This design comes from an exercise in tuning for a short achievable clock period and few clock cycles on the open sky130 flow, not from production work. The RTL was checked by simulation tests, not by an equivalence proof against the original design. Power and IR drop assume default switching activity.

## design/flow/run.sh

```bash
#!/bin/bash
# synth_recipe.tcl (not shown) runs the flow's synth.tcl, then flattens the netlist and writes it again
# the make line also repeats each setting of config.mk as NAME=value (left out here)
make -C /OpenROAD-flow-scripts/flow DESIGN_CONFIG=/design/flow/config.mk WORK_HOME=/design/flow/orfs CLKGATE_MAP_FILE= SYNTH_SCRIPT=/design/flow/synth_recipe.tcl finish
```

## design/flow/config.mk

```make
export PLATFORM = sky130hd
export DESIGN_NAME = custom_cpu
export DESIGN_NICKNAME = custom_cpu
export VERILOG_FILES = /design/flow/design.v
export SDC_FILE = /design/flow/constraint.sdc
export NUM_CORES = 4
export LEC_CHECK = 0
export CAP_MARGIN = 20
export CORE_MARGIN = 2
export CORE_UTILIZATION = 40
export PLACE_DENSITY = 0.6
export SLEW_MARGIN = 20
```

## design/flow/constraint.sdc

```tcl
create_clock -name core_clock -period 16.0 [get_ports {clk}]
set_input_delay 3.2000 -clock core_clock [delete_from_list [all_inputs] [get_ports {clk}]]
set_output_delay 3.2000 -clock core_clock [all_outputs]
set_load 0.01 [all_outputs]
```

## design/flow/design.v

```verilog
`timescale 10 ns / 1 ns
module alu(
	input  [32 - 1:0]  A,
	input  [32 - 1:0]  B,
	input  [              2:0]  ALUop,
	output                      Overflow,
	output                      CarryOut,
	output                      Zero,
	output [32 - 1:0]  Result
);
	wire [32 - 1:0] AND, OR, XOR, CAL, SLT, SLTU;
	wire [32 - 1:0] B_Comp;
	wire C;
	wire isSub;
	assign isSub = ALUop[2] | &(~ALUop ^ 3'b011);
	assign B_Comp = {32{isSub}} ^ B;
	assign AND = A & B;
	assign OR  = A | B;
	assign XOR  = A ^ B;
	assign {C, CAL} = A + B_Comp + isSub;
	assign SLT = CAL[32 - 1] ^ Overflow;
	assign SLTU = CarryOut;
	assign CarryOut = isSub ^ C;
	assign Overflow = ~A[32 - 1] & ~B_Comp[32 - 1] &  CAL[32 - 1] |
					   A[32 - 1] &  B_Comp[32 - 1] & ~CAL[32 - 1] ;
	assign Zero = ~|Result;
	assign Result = {32{&(~ALUop ^ 3'b000)}}		& AND |
					{32{&(~ALUop[1:0] ^ 2'b01)}}	& (OR ^ {32{ALUop[2]}}) |
					{32{&(~ALUop ^ 3'b100)}}		& XOR |
					{32{&(~ALUop[1:0] ^ 2'b10)}}	& CAL |
					{32{&(~ALUop ^ 3'b011)}}		& SLTU |
					{32{&(~ALUop ^ 3'b111)}}		& SLT ;
endmodule
`timescale 10 ns / 1 ns
module shifter (
	input  [32 - 1:0] A,
	input  [              4:0] B,
	input  [              1:0] Shiftop,
	output [32 - 1:0] Result
);
	wire [32 - 1:0] R, L;
	assign L = A << B;
	assign R = ({{32{A[32 - 1] & Shiftop[0]}}, A}) >> B;
	assign Result = Shiftop[1] ? R : L;
endmodule
`timescale 10 ns / 1 ns
module reg_file(
	input                       clk,
	input  [5 - 1:0]  waddr,
	input  [5 - 1:0]  raddr1,
	input  [5 - 1:0]  raddr2,
	input                       wen,
	input  [32 - 1:0]  wdata,
	output [32 - 1:0]  rdata1,
	output [32 - 1:0]  rdata2
);
	reg [32 - 1:0] rf [(1<<5) - 1:0];
	always @(posedge clk) begin
		if (wen && waddr) begin
			rf[waddr] <= wdata;
		end
	end
	assign rdata1 = raddr1 ? rf[raddr1] : 0;
	assign rdata2 = raddr2 ? rf[raddr2] : 0;
endmodule
`timescale 10ns / 1ns
module custom_cpu(
	input         clk,
	input         rst,
	output [31:0] PC,
	output        Inst_Req_Valid,
	input         Inst_Req_Ready,
	input  [31:0] Instruction,
	input         Inst_Valid,
	output        Inst_Ready,
	output [31:0] Address,
	output        MemWrite,
	output [31:0] Write_data,
	output [ 3:0] Write_strb,
	output        MemRead,
	input         Mem_Req_Ready,
	input  [31:0] Read_data,
	input         Read_data_Valid,
	output        Read_data_Ready,
	output [69:0] inst_retire
);
    reg [31:0] retired_PC;
    always @(posedge clk) begin
        if (current_state[2] && Inst_Valid) begin   
            retired_PC <= PC;
        end
    end
	assign inst_retire = {RF_wen, RF_waddr, RF_wdata, retired_PC};
    localparam INIT = 9'b000000001,  
               IF   = 9'b000000010,  
               IW   = 9'b000000100,  
               ID   = 9'b000001000,  
               EX   = 9'b000010000,  
               ST   = 9'b000100000,  
               LD   = 9'b001000000,  
               RDW  = 9'b010000000,  
               WB   = 9'b100000000;
    reg [8:0] current_state;
    reg [8:0] next_state;
    always @(posedge clk) begin
        if (rst) begin
            current_state <= INIT;
        end
        else begin
            current_state <= next_state;
        end
    end
    always @(*) begin
        case (current_state)
            INIT: begin
                next_state = IF;
            end
            IF: begin
                if (Inst_Req_Ready) begin
                    next_state = IW;
                end
                else begin
                    next_state = IF;
                end
            end
            IW: begin
                if (Inst_Valid) begin
                    next_state = ID;
                end
                else begin
                    next_state = IW;
                end
            end
            ID: begin
                next_state = EX;
            end
            EX: begin
                if (T_B) begin         
                    next_state = IF;
                end
                else if (T_IL) begin   
                    next_state = LD;
                end
                else if (T_S) begin    
                    next_state = ST;
                end
                else begin             
                    next_state = WB;
                end
            end
            ST: begin
                if (Mem_Req_Ready) begin
                    next_state = IF;
                end
                else begin
                    next_state = ST;
                end
            end
            LD: begin
                if (Mem_Req_Ready) begin
                    next_state = RDW;
                end
                else begin
                    next_state = LD;
                end
            end
            RDW: begin
                if (Read_data_Valid) begin
                    next_state = WB;
                end
                else begin
                    next_state = RDW;
                end
            end
            WB: begin
                next_state = IF;
            end
            default: begin
                next_state = IF;
            end
        endcase
    end
    reg [31:0] __PC, __4PC;
    always @(posedge clk) begin
        if (rst) begin
            __PC <= 32'b0;
        end
        else if (current_state[3] && !(T_B & (funct3[0] ^ funct3[2] ^ Zero) | T_J)) begin
            __PC <= __4PC;
        end
        else if (current_state[4] && (T_J | T_IJ | T_B & (funct3[0] ^ funct3[2] ^ ~|__ALU_Res))) begin
            __PC <= ALU_Res;
        end
    end
    always @(posedge clk) begin
        if (rst) begin
            __4PC <= 32'b0;
        end
        else if (current_state[2] && Inst_Valid) begin
            __4PC <= ALU_Res;   
        end
    end
    assign PC = __PC;
    assign Inst_Req_Valid = current_state[1];
    assign Inst_Ready = current_state[2] | current_state[0];
    reg [31:0] IR;
    always @(posedge clk) begin
        if (rst) begin
            IR <= 32'b0;
        end
        else if (current_state[2] && Inst_Valid) begin
            IR <= Instruction;
        end
    end
    wire [4:0] rs1, rs2, rd, shamt;
    wire [6:0] funct7, opcode;
    wire [2:0] funct3;
    wire [31:0] imm;
    assign {funct7, rs2, rs1, funct3, rd, opcode} = IR;
    assign shamt = IR[24:20];
    assign imm = T_I ? {{20{IR[31]}}, IR[31:20]}
               : T_S ? {{20{IR[31]}}, IR[31:25], IR[11:7]}
               : T_B ? {{20{IR[31]}}, IR[7], IR[30:25], IR[11:8], 1'b0}
               : T_U ? {IR[31:12], 12'b0}
               : {{12{IR[31]}}, IR[19:12], IR[20], IR[30:21], 1'b0};  
    wire T_R, T_RS, T_Mul, T_S, T_B, T_U, T_J, T_I, T_IL, T_IC, T_ICS, T_IJ;
    assign T_R  = {opcode[5:4], opcode[2]} == 3'b110;
    assign T_RS = T_R & ~funct7[0] & funct3[1:0] == 2'b01;
    assign T_Mul = T_R & funct7[0];
    assign T_S  = opcode[6:4] == 3'b010;
    assign T_B  = {opcode[6], opcode[2]} == 2'b10;
    assign T_J  = {opcode[6], opcode[3:2]} == 3'b111;
    assign T_U  = {opcode[6], opcode[3:2]} == 3'b001;
    assign T_I  = T_IL | T_IC | T_IJ;
    assign T_IL = opcode[5:4] == 2'b00;
    assign T_IC = {opcode[5:4], opcode[2]} == 3'b010;
    assign T_ICS = T_IC & funct3[1:0] == 2'b01;
    assign T_IJ = {opcode[6], opcode[3:2]} == 3'b101;
    wire [4:0]  RF_raddr1, RF_raddr2;
    wire [31:0] RF_rdata1, RF_rdata2;
    wire        RF_wen;
    wire [4:0]  RF_waddr;
    wire [31:0] RF_wdata;
    assign RF_waddr  = rd;
    assign RF_raddr1 = rs1;
    assign RF_raddr2 = rs2;
    assign RF_wen    = current_state[8] & (T_R | T_I | T_J | T_U);
    assign RF_wdata  = T_R & ~T_RS & ~T_Mul | T_IC & ~T_ICS | T_U & ~opcode[5] ? ALU_Res  
                     : T_Mul ? Mul_Res
                     : T_RS | T_ICS ? Shifter_Res
                     : T_IJ | T_J ? __4PC
                     : T_IL ? __Read_data_ext
                     : imm;  
    reg_file u_reg_file (
        .clk (clk),
        .waddr (RF_waddr),
        .raddr1 (RF_raddr1),
        .raddr2 (RF_raddr2),
        .wen (RF_wen),
        .wdata (RF_wdata),
        .rdata1 (RF_rdata1),
        .rdata2 (RF_rdata2)
    );
    reg [31:0] __ALU_Res;
    wire [31:0] ALU_A, ALU_B, ALU_Res;
    wire [2:0] ALUop;
    wire [2:0] ALUop_g;
    wire Overflow, CarryOut, Zero;
    assign ALU_A = current_state[2] | current_state[4] & T_B | T_J ? PC
                 : T_U & ~opcode[5] ? retired_PC  
                 : RF_rdata1;  
    assign ALU_B = current_state[2] ? 4
                 : current_state[4] & T_B | T_J | T_U & ~opcode[5]? imm
                 : T_R | T_B ? RF_rdata2
                 : imm;  
    assign ALUop_g = funct3 == 3'b000 ? {funct7[5] & T_R, 2'b10}
                   : funct3 == 3'b010 ? 3'b111
                   : funct3 == 3'b011 | funct3 == 3'b100 ? funct3
                   : ~funct3;
    assign ALUop = current_state[2] | current_state[4] & T_B | T_S | T_IL | T_IJ | T_J | T_U & ~opcode[5]? 3'b010
                 : T_R | T_IC ? ALUop_g
                 : {~funct3[1], 1'b1, funct3[2]};  
    alu m_alu (
        .A (ALU_A),
        .B (ALU_B),
        .ALUop (ALUop),
        .Overflow (Overflow),
        .CarryOut (CarryOut),
        .Zero (Zero),
        .Result (ALU_Res)
    );
    always @(posedge clk) begin
        __ALU_Res <= ALU_Res;
    end
    wire [63:0] Mul_Res_full;
    wire [31:0] Mul_Res;
    assign Mul_Res_full = RF_rdata1 * RF_rdata2;
    assign Mul_Res = funct3[1:0] == 2'b00 ? Mul_Res_full[31:0] : Mul_Res_full[63:32];
    wire [31:0] Shifter_A;
    wire [4:0]  Shifter_B;
    wire [1:0]  Shiftop;
    wire [31:0] Shifter_Res;
    assign Shifter_A = T_R | T_IC ? RF_rdata1
                     : T_S ? RF_rdata2                     
                     : Read_data;                          
    assign Shifter_B = T_R ? RF_rdata2[4:0]
                     : T_S | T_IL ? {ALU_Res[1:0], 3'b0}   
                     : T_IC ? shamt
                     : 0;
    assign Shiftop   = T_S | T_IL ? mem_Shiftop            
                     : {funct3[2], funct7[5]};
    shifter main_shifter (
        .A (Shifter_A),
        .B (Shifter_B),
        .Shiftop (Shiftop),
        .Result (Shifter_Res)
    );
    wire [31:0] mem_Shifter_A;
    wire [4:0]  mem_Shifter_B;
    wire [1:0]  mem_Shiftop;
    wire [31:0] mem_Shifter_Res;
    assign mem_Shifter_A = {28'b0, {2{funct3[1]}}, funct3[1] | funct3[0], 1'b1};   
    assign mem_Shifter_B = {3'b000, ALU_Res[1:0]};                                 
    assign mem_Shiftop = {T_IL, 1'b0};  
    shifter mem_shifter (
        .A (mem_Shifter_A),
        .B (mem_Shifter_B),
        .Shiftop (mem_Shiftop),
        .Result (mem_Shifter_Res)
    );
    reg [31:0] __Read_data_ext;
    wire[31:0] Read_mask, Read_data_ext;
    wire Read_sign;
    assign MemRead = current_state[6];
    assign MemWrite = current_state[5];
    assign Read_data_Ready = current_state[7] | current_state[0];
    assign Address = {ALU_Res[31:2], 2'b00};
    assign Write_data = Shifter_Res;
    assign Write_strb = mem_Shifter_Res[3:0];
    assign Read_sign = funct3[1:0] == 2'b00 ? Shifter_Res[7]
                     : funct3[1:0] == 2'b01 ? Shifter_Res[15]
                     : Shifter_Res[31];   
    assign Read_mask = {{16{funct3[1]}}, {8{funct3[1] | funct3[0]}}, 8'b11111111};
    assign Read_data_ext = Read_mask & Shifter_Res | ~Read_mask & {32{Read_sign & ~funct3[2]}};
    always @(posedge clk) begin
        if (current_state[7]) begin
            __Read_data_ext <= Read_data_ext;
        end
    end
endmodule
```

==> run notes <==
Floorplan:
- The starting density of the core is ~40%.
- The initialized floorplan defines 183 standard-cell rows.
- In this run the vertical extent of the chip is 503 um.
- The die covers 253000 um^2.
- The die is 503 um wide.
- During I/O placement, the number of pins put on the boundary was 245.
- The placeable core region is between 200000 and 250000 um^2.

Outcome:
- The flow ran to the end and the layout has no timing, DRC or antenna violations.

Yosys:
- The fraction of registers with async set or reset after synthesis is 0%.
- Counting flops with a built-in enable in the synthesized netlist gives 1088.
- By area the synthesized netlist is led by edfxtp_1, fa_1, mux4_2, ha_1, inv_1.
- The most common flop cell mapped by yosys is edfxtp_1.
- In this run the cell area of the synthesized design comes to 99700 um^2.
- The number of distinct library cells after synthesis is around 100.
- The average cell area after synthesis is 11.5 um^2.
- In this run the biggest area consumer among cell types represents 32.8% of the synthesized area.
- The sequential cell area fraction in the yosys report is a little over a third.
- After synthesis the netlist holds a flip-flop and latch count of between 1000 and 1500.
- Summed over all instances, the cell type with the most area after synthesis is edfxtp_1.
- Synthesis produced a netlist whose cell count is between 8000 and 9000.
- The yosys synthesis warning count is 2.

Global route:
- The first global-routing pass estimated 572000 um of wire.
- The number of global-route vias before repair is 75545.
- The final global-route overflow total is 0.
- The initial antenna violation count is 28.
- Global routing used ~32% of the available tracks.
- Entering global routing, the biggest net connects 81 pins.

Detailed routing:
- Across all layers, the routed design uses about 76000 vias.
- The number of routed nets with antenna violations is 0.
- The first routing iteration left 10027 violations.
- Dividing the detail-routed via count by the number of cells gives 6.12.
- After detailed routing, the total wire length is 408000 um.
- The post-detailed-route wirelength per cell is 33.0 um.
- For this run, design rule violations remaining after detail routing come to 0.
- The first TritonRoute pass finished after 6 iterations.

Critical path:
- The critical path required time is 12.80 ns.
- The register-to-register setup slack is 4.29 ns.
- The end point of the critical path is inst_retire[62].
- The element type at the critical path end is an output port.
- The most frequent cell on the critical path is fa_1.
- The length in cells of the worst reg-to-reg path is 36.
- The reg-to-reg critical path endpoint is u_reg_file.rf[0][30]$_DFFE_PP_.
- Along the worst path, the maximum fanout reaches 23.
- The critical path arrival is roughly 12 ns.
- The largest single stage delay on the critical path is 0.68 ns.
- Among all stages on the critical path, the largest delay is contributed by dfxtp_4.
- The critical path start-end classification is reg -> out.
- The startpoint kind of the worst setup timing path is a flop.

Clocking:
- The H-tree level count is 4.
- The CTS clock-pin slew for the worst setup and hold paths is 0.06 ns.
- The TritonCTS clock tree is done.
- The maximum buffer depth of the clock tree is 3.
- The clock latency reported for the late side of the worst-skew pair is 0.85 ns.
- The number of buffers added by the clock tree synthesis step is ~140.
- The library cell used as clock root buffer is clkbuf_16.
- For this design, the sink count on the clock tree is 1233.

Placed design:
- Timing analysis after detailed placement gives a worst setup slack of ~0.6 ns.
- The sum of net half-perimeters after detailed placement is 294000 um.
- The global placer's final weighted congestion is 1.02.
- The quantity of I/O buffers inserted on ports is 240.

STA:
- Between clock sinks in the finished design, the worst skew comes to 0.0855 ns.
- Timing would allow up to 0.0638 GHz.
- The final critical-path setup slack is 0.318 ns.
- The number of failing setup endpoints in the final timing report is 0.
- The total negative slack is 0 ns.
- At the pin with the least slew margin, the transition time is 1.31 ns.
- The final number of max-transition violations is 0.
- The final number of hold-violating endpoints is 0.
- In this run the tightest slew margin relative to its limit is a little under an eighth.
- Of the available clock period, the critical path in the final layout requires between 90% and 100%.
- Setup repair after global routing left no endpoint under its margin.
- The clock period could shrink to 15.68 ns.

Finish:
- The area growth from synthesis to final layout is 13.8%.
- The proportion of layout cells with a drive suffix above 1 is 17.7%.
- For this run, the post-layout net count is 10244.

Min path:
- In this run the worst hold path is classified as reg -> reg.
- In this run the most critical hold path is launched from __4PC[4]$_SDFFE_PP0P_.

Power:
- The power density over cell area is 62.1 nW/um^2.
- VDD sags by at most roughly 0.000097 V.
- The analysis attributes to cell leakage a power of between 40 and 50 nW.

Job:
- The number of maximum-capacitance violations is 0.
## cell usage after synthesis (27+ instances only)
cell type     n
a21oi_1     362
a211oi_1     91
ha_1        359
clkbuf_1    407
or2_2        50
nor2_1      941
nor2b_1      31
buf_1        70
fa_1        897
nor3_1      100
buf_2        80
and2_1       27
nand4_1      28
dfxtp_1     145
o21a_1       30
edfxtp_1   1088
mux2i_1     147
inv_1      1105
a31oi_1      41
nand3_1      73
mux4_2      631
nand2_1     813
o211ai_1     77
mux2_2       28
a21o_1      129
xnor2_1      46
o21ai_0     168
xor2_1       50
o22ai_1      40
buf_4        70
and3_1       36
nand2b_1     89
## layout by cell type (no fill, tap or decap), types with 120 or more instances in the layout
| cell type | synthesis | layout |
|---|---|---|
| a21o_1 | 129 | 120 |
| a21oi_1 | 362 | 337 |
| buf_4 | 70 | 458 |
| clkbuf_16 | 0 | 138 |
| clkdlybuf4s50_1 | 0 | 239 |
| dfxtp_1 | 145 | 135 |
| edfxtp_1 | 1088 | 1088 |
| fa_1 | 897 | 897 |
| ha_1 | 359 | 359 |
| inv_1 | 1105 | 1103 |
| mux2i_1 | 147 | 145 |
| mux4_2 | 631 | 631 |
| nand2_1 | 813 | 812 |
| nor2_1 | 941 | 896 |
| o21ai_0 | 168 | 163 |
## cells by family after synthesis
logic type | count (synthesis) | share of synthesized area, %
mux | 813 | 16.1
fa+ha+maj | 1256 | 22.5
compound gates | 1190 | 7.91
simple gates | 2281 | 9.79
flops | 1233 | 35.7
xor+xnor | 96 | 0.844
other cells | 1 | 0.00376
buf+inv | 1760 | 7.11
## what timing repair did
item | CTS | global route
cloned | 0 | 0
endpoints found under the setup margin | 3 | 20
hold buffers | 0 | 0
gates resized for setup | 3 | 21
setup buffers | 0 | 10
## how the worst min path moves through the flow
stage	endpoint	cells after the start
finish	__PC[4]$_SDFFE_PP0P_	2
global route	__PC[6]$_SDFFE_PP0P_	2
CTS	__PC[29]$_SDFFE_PP0P_	2
detailed placement	__PC[29]$_SDFFE_PP0P_	2
global placement	__PC[29]$_SDFFE_PP0P_	2
floorplan	__PC[20]$_SDFFE_PP0P_	2
## stage by stage
step                      area, um^2  total power [mW]  instances  util [%]  hold slack (ns)
after floorplan                99800              3.70       8663         -            0.452
after global placement        109000              3.89      12100      43.8            0.468
after detailed placement      109000              3.89      12100      43.8            0.474
after CTS                     113000              7.06      12349      45.6            0.481
after global routing          113000              7.20      12362      45.7            0.522
final                         113000              7.04      12369      45.7            0.483
## where the power goes
part           total (mW)  switching (mW)  internal, mW  leakage [nW]
clock network        3.21            1.42          1.79          2.17
logic               0.360           0.235         0.124          30.3
registers            3.47         0.00520          3.46          10.9
total                7.04            1.66          5.37          43.4
## layout make-up
class,instances,area [um^2]
inverter,1117,4200
multi-input combinational,5670,57800
clock inverter,84,941
sequential,1233,35600
timing repair buffer,760,7060
fill,22785,135000
clock buffer,165,3610
antenna,10,25.0
tap,3330,4170
## metal layers
metal  GRT usage (%)  wire length (um)
met2            49.5            184000
met1            41.3            150000
met4            19.5             30500
met3            7.22             44100
met5               0                68
## critical path, delay by kind of cell, from the launching register on
kind / cells / cell delay [ns]
adders and majority gates: 9 / 4.27
DFF: 1 / 0.68
muxes: 3 / 1.30
buffers and inverters: 9 / 1.92
xor gates and xnor gates: 1 / 0.12
AOI/OAI and AO/OA: 12 / 2.84
and+or+nand+nor: 2 / 0.43
## sequential cells by signal, indices dropped and copies added (netlist names), named ones only
name             cells
IR                  30
__4PC               32
__ALU_Res           32
__PC                32
__Read_data_ext     32
current_state        9
retired_PC          32
u_reg_file.rf     1024
Testbench counts, summed over its fixed seeds: cycles 249,384.

==> what the ideal ports hide <==
The flow's constraints put no driver on any port. The routed layout listed below was extracted and timed again, unchanged, in two steps.
Step 1: set_driving_cell puts a clkbuf_16 on clk and a buf_2 on each other input, an assumption about the parent block.
Step 2 adds t to the input delays and takes it off the output delays; t is the mean of the earliest and latest rising clock arrival at the registers after step 1. Input paths then give back, and output paths get back, about the clock's delay inside the block.
Three values: no drivers, after step 1, after step 2; two values: the first two.
shift t [ns]: 0.897
slack for setup (ns): 0.318 / 0.230 / 1.127
latest minus earliest clock arrival (ns): 0.085 / 0.085
worst register clock-pin slew, ns: 0.11 / 0.11
cell pins on the clock port's net: 1
After both steps this run still meets setup and hold. The setup slack of this run moves by -0.088 ns with the drivers and by +0.809 ns with both steps.
